Source: an optimization exercise on an open RTL-to-GDS flow (aim: small area, a short achievable clock period and few clock cycles). Production flows keep margins and buffers that such runs may drop.
In this exercise RTL edits were held to simulation tests only and were not proved equivalent to the original.
No activity file was given, so power comes from the tool's default toggle rates.

==> inputs of job 9650 <==
==> flow/design.v <==
`timescale 1ns / 1ps
module mips (
    input          reset,
    input          clk,
    input  [ 31:0] i_inst_rdata,
    input  [ 31:0] m_data_rdata,
    output [ 31:0] i_inst_addr,
    output [ 31:0] m_data_addr,
    output [ 31:0] m_data_wdata,
    output [3 : 0] m_data_byteen,
    output [ 31:0] m_inst_addr,
    output         w_grf_we,
    output [  4:0] w_grf_addr,
    output [ 31:0] w_grf_wdata,
    output [ 31:0] w_inst_addr
);
  reg rq;
  always @(posedge clk) rq <= reset;
  reg  [31:0] pcF;
  assign i_inst_addr = pcF;
  reg  [31:0] irX, pcX;
  wire [ 5:0] op = irX[31:26];
  wire [ 5:0] fn = irX[5:0];
  wire [ 4:0] rs = irX[25:21];
  wire [ 4:0] rt = irX[20:16];
  wire [ 4:0] rd = irX[15:11];
  wire [15:0] imm = irX[15:0];
  wire opR = op == 6'b000000;
  wire opRegimm = op == 6'b000001;
  wire opJ = op == 6'b000010;
  wire opJal = op == 6'b000011;
  wire opBeq = op == 6'b000100;
  wire opBne = op == 6'b000101;
  wire opBlez = op == 6'b000110;
  wire opBgtz = op == 6'b000111;
  wire opImm = op[5:3] == 3'b001;
  wire opLoad = op[5:3] == 3'b100;
  wire opStore = op[5:3] == 3'b101;
  wire opLui = op == 6'b001111;
  wire opLogImm = opImm & op[2] & ~(op[1] & op[0]);   
  wire rShift = opR & (fn[5:3] == 3'b000);
  wire rJr = opR & (fn[5:1] == 5'b00100);
  wire rJalr = opR & (fn == 6'b001001);
  wire rMf = opR & (fn[5:3] == 3'b010) & ~fn[0];
  wire rMt = opR & (fn[5:3] == 3'b010) & fn[0];
  wire rMd = opR & (fn[5:3] == 3'b011);
  wire rAlu = opR & fn[5];
  wire regWrite = rAlu | rShift | rJalr | rMf | opImm | opLoad | opJal;
  wire [4:0] dest = (opImm | opLoad) ? rt : opJal ? 5'd31 : rd;
  wire usesRs = ~(opJ | opJal);
  wire usesRt = opR | opBeq | opBne | opStore;
  reg         weM, ldM;
  reg  [ 4:0] rdM;
  reg  [31:0] resM;
  wire [31:0] wdM;
  wire [31:0] rfq[0:31];
  assign rfq[0] = 32'd0;
  wire [31:0] rfD = rq ? 32'd0 : wdM;
  genvar g;
  generate
    for (g = 1; g < 32; g = g + 1) begin : RF
      reg [31:0] r;
      wire en = rq | (weM && rdM == g);
      always @(posedge clk) if (en) r <= rfD;
      assign rfq[g] = r;
    end
  endgenerate
  wire hitS = weM && (rdM == rs);
  wire hitT = weM && (rdM == rt);
  wire ldStall = ldM & ((hitS & usesRs) | (hitT & usesRt));
  wire [31:0] rsv = hitS ? resM : rfq[rs];
  wire [31:0] rtv = hitT ? resM : rfq[rt];
  wire eq = rsv == rtv;
  wire rsNeg = rsv[31];
  wire rsZero = rsv == 32'd0;
  wire taken = (opBeq & eq) | (opBne & ~eq) | (opBlez & (rsNeg | rsZero)) |
               (opBgtz & ~rsNeg & ~rsZero) | (opRegimm & (rsNeg ^ rt[0]));
  wire [31:0] pcX4 = pcX + 32'd4;
  wire [31:0] brTarget = pcX4 + {{14{imm[15]}}, imm, 2'b00};
  reg [31:0] HI, LO, MD;
  reg nHI, nLO;   
  reg [1:0] mdState;   
  wire busy = mdState != 2'd0;
  wire stall = (busy & (rMd | rMf | rMt)) | ldStall;
  wire [31:0] immExt = opLui ? {imm, 16'd0} : opLogImm ? {16'd0, imm} : {{16{imm[15]}}, imm};
  wire useImm = opImm | opLoad | opStore;
  wire [31:0] A = rsv;
  wire [31:0] B = useImm ? immExt : rtv;
  wire isSlt = (opR & (fn[5:1] == 5'b10101)) | (opImm & (op[2:1] == 2'b01));
  wire doSub = (opR & (fn[5:1] == 5'b10001)) | isSlt;
  wire [32:0] sum = {1'b0, A} + {1'b0, doSub ? ~B : B} + {32'd0, doSub};
  wire ltu = ~sum[32];
  wire lts = (A[31] ^ B[31]) ? A[31] : sum[31];
  wire sltUns = opR ? fn[0] : op[0];
  wire [1:0] lop = opR ? fn[1:0] : op[1:0];
  reg [31:0] logicR;
  always @(*) begin
    case (lop)
      2'd0: logicR = A & B;
      2'd1: logicR = A | B;
      2'd2: logicR = A ^ B;
      default: logicR = opR ? ~(A | B) : B;   
    endcase
  end
  wire [4:0] shamt = fn[2] ? rsv[4:0] : irX[10:6];
  wire shLeft = ~fn[1];
  wire shArith = fn[0];
  reg [31:0] shIn, shOutR;
  integer k;
  always @(*) begin
    for (k = 0; k < 32; k = k + 1) shIn[k] = shLeft ? rtv[31-k] : rtv[k];
  end
  wire [32:0] shTmp = $signed({shArith & rtv[31], shIn}) >>> shamt;
  always @(*) begin
    for (k = 0; k < 32; k = k + 1) shOutR[k] = shLeft ? shTmp[31-k] : shTmp[k];
  end
  wire [31:0] link = pcX + 32'd8;
  wire [31:0] hlMag = fn[1] ? LO : HI;
  wire hlNeg = fn[1] ? nLO : nHI;
  wire [31:0] hlVal = hlNeg ? (~hlMag + 32'd1) : hlMag;
  wire selLogic = (opR & (fn[5:2] == 4'b1001)) | opLogImm | opLui;
  wire selLink = opJal | rJalr;
  reg [31:0] resX;
  always @(*) begin
    if (rShift) resX = shOutR;
    else if (isSlt) resX = {31'd0, sltUns ? ltu : lts};
    else if (selLogic) resX = logicR;
    else if (selLink) resX = link;
    else if (rMf) resX = hlVal;
    else resX = sum[31:0];
  end
  wire [1:0] ea = sum[1:0];
  reg [3:0] beX;
  always @(*) begin
    if (!opStore) beX = 4'b0000;
    else if (op[1]) beX = 4'b1111;
    else if (op[0]) beX = ea[1] ? 4'b1100 : 4'b0011;
    else beX = 4'b0001 << ea;
  end
  wire [31:0] sdX = op[1] ? rtv : op[0] ? {2{rtv[15:0]}} : {4{rtv[7:0]}};
  reg [31:0] sdM, pcM;
  reg [3:0] beM;
  reg lsM;   
  reg [1:0] lzM;   
  assign m_data_addr = resM;
  assign m_data_wdata = sdM;
  assign m_inst_addr = pcM;
  assign m_data_byteen = reset ? 4'd0 : beM;
  wire [7:0] ldB = resM[1] ? (resM[0] ? m_data_rdata[31:24] : m_data_rdata[23:16]) :
                             (resM[0] ? m_data_rdata[15:8] : m_data_rdata[7:0]);
  wire [15:0] ldH = resM[1] ? m_data_rdata[31:16] : m_data_rdata[15:0];
  wire [31:0] ldV = lzM[1] ? m_data_rdata :
                    lzM[0] ? {{16{~lsM & ldH[15]}}, ldH} : {{24{~lsM & ldB[7]}}, ldB};
  assign wdM = ldM ? ldV : resM;
  reg        weW;
  reg [ 4:0] rdW;
  reg [31:0] wdW, pcW;
  assign w_grf_we = reset ? 1'b0 : weW;
  assign w_grf_addr = rdW;
  assign w_grf_wdata = wdW;
  assign w_inst_addr = pcW;
  always @(posedge clk) begin
    if (rq) begin
      pcF <= 32'h00003000;
      irX <= 32'd0;
    end else if (!stall) begin
      irX <= i_inst_rdata;
      pcX <= pcF;
      if (taken) pcF <= brTarget;
      else if (opJ | opJal) pcF <= {pcX4[31:28], irX[25:0], 2'b00};
      else if (rJr) pcF <= rsv;
      else pcF <= pcF + 32'd4;
    end
  end
  always @(posedge clk) begin
    if (rq) begin
      weM <= 1'b0;
      beM <= 4'd0;
      ldM <= 1'b0;
    end else begin
      weM <= ~stall & regWrite & (dest != 5'd0);
      beM <= (stall | reset) ? 4'd0 : beX;
      ldM <= ~stall & opLoad;
    end
    rdM  <= dest;
    resM <= resX;
    sdM  <= sdX;
    pcM  <= pcX;
    lsM  <= op[2];
    lzM  <= op[1:0];
  end
  always @(posedge clk) begin
    if (rq | reset) weW <= 1'b0;
    else weW <= weM;
    rdW <= rdM;
    wdW <= wdM;
    pcW <= pcM;
  end
  reg [5:0] cnt;
  reg mdSigned, mPrev;
  wire mLast = cnt == 6'd0;
  wire [32:0] mA = {mdSigned & MD[31], MD};
  wire [8:0] mBits = {LO[7:0], mPrev};
  wire [41:0] mRow[0:3];
  wire [3:0] mNeg;
  generate
    for (g = 0; g < 4; g = g + 1) begin : BOOTH
      wire b0 = mBits[2*g];
      wire b1 = mBits[2*g+1];
      wire b2 = mBits[2*g+2];
      wire one = b0 ^ b1;
      wire two = (b2 & ~b1 & ~b0) | (~b2 & b1 & b0);
      wire neg = b2 & ~(b1 & b0);
      wire [33:0] x = one ? {mA[32], mA} : two ? {mA, 1'b0} : 34'd0;
      wire [33:0] y = neg ? ~x : x;
      assign mRow[g] = {8'd0, ~y[33], y[32:0]} << (2 * g);
      assign mNeg[g] = neg;
    end
  endgenerate
  wire [41:0] mNegRow = {35'd0, mNeg[3], 1'b0, mNeg[2], 1'b0, mNeg[1], 1'b0, mNeg[0]};
  wire [41:0] mHiRow = {10'd0, ~HI[31], HI[30:0]};
  wire [41:0] mTopRow = (mLast & ~mdSigned & LO[7]) ? {2'd0, MD, 8'd0} : 42'd0;
  wire [41:0] mAcc = mHiRow + mRow[0] + mRow[1] + mRow[2] + mRow[3] + mNegRow + mTopRow +
                     42'h355_8000_0000;
  wire dSA = ~fn[0] & rsv[31];
  wire dSB = ~fn[0] & rtv[31];
  wire [31:0] dA = dSA ? (~rsv + 32'd1) : rsv;
  wire [31:0] dB = dSB ? (~rtv + 32'd1) : rtv;
  function [5:0] clz32(input [31:0] v);
    integer j;
    begin
      clz32 = 6'd32;
      for (j = 0; j < 32; j = j + 1) if (v[j]) clz32 = 6'd31 - j[5:0];
    end
  endfunction
  wire [5:0] zA = clz32(HI);
  wire [5:0] zB = clz32(MD);
  wire [5:0] dN = zB - zA;
  wire dZero = zB < zA;   
  wire [32:0] dDiff = {1'b0, HI} - {1'b0, MD};
  wire dGe = ~dDiff[32];
  wire mdGo = ~stall & ~busy;
  always @(posedge clk) begin
    if (rq) begin
      HI <= 32'd0;
      LO <= 32'd0;
      nHI <= 1'b0;
      nLO <= 1'b0;
      mdState <= 2'd0;
    end else begin
      case (mdState)
        2'd0: begin
          if (mdGo & rMd) begin
            mdSigned <= ~fn[0];
            if (fn[1]) begin
              HI <= dA;
              MD <= dB;
              nHI <= dSA;
              nLO <= dSA ^ dSB;
              mdState <= 2'd2;
            end else begin
              MD <= rsv;
              HI <= 32'd0;
              LO <= rtv;
              nHI <= 1'b0;
              nLO <= 1'b0;
              mPrev <= 1'b0;
              cnt <= 6'd3;
              mdState <= 2'd1;
            end
          end else if (mdGo & rMt) begin
            if (fn[1]) begin
              LO  <= rsv;
              nLO <= 1'b0;
            end else begin
              HI  <= rsv;
              nHI <= 1'b0;
            end
          end
        end
        2'd1: begin
          HI <= mAcc[39:8];
          LO <= {mAcc[7:0], LO[31:8]};
          mPrev <= LO[7];
          cnt <= cnt - 6'd1;
          if (mLast) mdState <= 2'd0;
        end
        2'd2: begin
          LO <= 32'd0;
          if (dZero) begin
            mdState <= 2'd0;
          end else begin
            MD <= MD << dN;
            cnt <= dN;
            mdState <= 2'd3;
          end
        end
        default: begin
          if (dGe) HI <= dDiff[31:0];
          LO <= {LO[30:0], dGe};
          MD <= MD >> 1;
          cnt <= cnt - 6'd1;
          if (mLast) mdState <= 2'd0;
        end
      endcase
    end
  end
endmodule
==> flow/flow/run.sh <==
#!/bin/bash
# Standard ORFS flow (the standard.sh, unchanged synthesis, floorplan,
# power grid and routing), with timing repair aimed at the period the
# design can reach instead of the 20 ns clock, full-size port buffers,
# and sizing not limited to same-footprint cells.
set -euo pipefail
bash standard.sh \
  SETUP_SLACK_MARGIN=11.5 \
  MATCH_CELL_FOOTPRINT=0 \
  "BUFFER_PORTS_ARGS=-buffer_cell sky130_fd_sc_hd__buf_2" \
  finish > flow.log 2>&1
==> flow/standard.sh <==
#!/bin/bash
# synth_recipe.tcl (not shown) runs the flow's synth.tcl, then flattens the netlist and writes it again
# the make line also repeats each setting of config.mk as NAME=value (left out here)
make -C /OpenROAD-flow-scripts/flow DESIGN_CONFIG=/design/flow/config.mk WORK_HOME=/design/flow/orfs CLKGATE_MAP_FILE= SYNTH_SCRIPT=/design/flow/synth_recipe.tcl "${@:-finish}"
==> flow/config.mk <==
export PLATFORM = sky130hd
export DESIGN_NAME = mips
export DESIGN_NICKNAME = mips
export VERILOG_FILES = /design/flow/design.v
export SDC_FILE = /design/flow/constraint.sdc
export NUM_CORES = 4
export LEC_CHECK = 0
export CAP_MARGIN = 20
export CORE_MARGIN = 2
export CORE_UTILIZATION = 40
export PLACE_DENSITY = 0.6
export SLEW_MARGIN = 20
==> flow/constraint.sdc <==
create_clock -name core_clock -period 20.0 [get_ports {clk}]
set_input_delay 4.0000 -clock core_clock [delete_from_list [all_inputs] [get_ports {clk}]]
set_output_delay 4.0000 -clock core_clock [all_outputs]
set_load 0.01 [all_outputs]
==> inputs of job 5649, as changes to job 9650 <==
==> flow/flow/run.sh (replaced) <==
#!/bin/bash
# Standard ORFS flow (the standard.sh: unchanged synthesis, floorplan,
# power grid and routing), with timing repair aimed at the period the
# design can reach instead of the 20 ns clock (setup margin), plain port
# buffers, sizing not limited to same-footprint cells, cell padding for pin
# access, and a clock tree with larger sink clusters and no dummy loads.
# make's output goes to flow.log; each ORFS step keeps its own log under
# orfs/logs.
set -euo pipefail
bash standard.sh \
  SETUP_SLACK_MARGIN=12.2 \
  MATCH_CELL_FOOTPRINT=0 \
  "BUFFER_PORTS_ARGS=-buffer_cell sky130_fd_sc_hd__buf_2" \
  CELL_PAD_IN_SITES_GLOBAL_PLACEMENT=2 \
  CELL_PAD_IN_SITES_DETAIL_PLACEMENT=1 \
  "CTS_ARGS=-sink_clustering_enable -repair_clock_nets -sink_clustering_size 18 -sink_clustering_max_diameter 100 -dont_use_dummy_load" \
  finish > flow.log 2>&1
==> run summary <==
result of the run timing/DRC/antenna clean; number of buffers added by the clock tree synthesis step 157; upper clock frequency limit 115 MHz; part of the total power dissipated in combinational logic 0.355; metal1 wirelength 171 mm; stages on the worst setup path 25; Seq power 4.21 mW
(the above is from job 9650)
==> run summary <==
result of the run timing/DRC/antenna clean; number of buffers added by the clock tree synthesis step 93; hold_ws 0.348 ns; stages on the worst setup path 3; area growth from synthesis to final layout 10.1%; metal1 wirelength 190 mm; upper clock frequency limit 120 MHz; Seq power 4.24 mW
(the above is from job 5649)
Testbench counts of job 9650, summed over its fixed seeds: cycles 41,537.
Testbench counts of job 5649, summed over its fixed seeds: cycles 41,537.

==> re-timing with driven ports <==
How much do the figures lean on ideal ports? The routed layouts below were timed once more, with nothing changed but the port constraints.
Step 1, drivers: a clkbuf_16 drives clk and a buf_2 each remaining input, both assumed.
Step 2 times the ports against the registers' clock, not the clock port: input delays grow and output delays shrink by t, the midpoint of the rising clock arrivals with the driver on.
a / b / c = ideal / step 1 / step 2; a / b = the first two.
run | shift t [ns] | setup WS [ns] | worst data-port slew with drivers (ns)
job 9650 | 0.923 | 11.306 / 11.306 / 11.306 | 0.08
job 5649 | 0.887 | 11.655 / 11.610 / 11.610 | 0.08
After both steps setup and hold are still met in every run listed. The setup slack of job 5649, which loses most, moves by -0.045 ns with the drivers and by -0.045 ns with both steps.
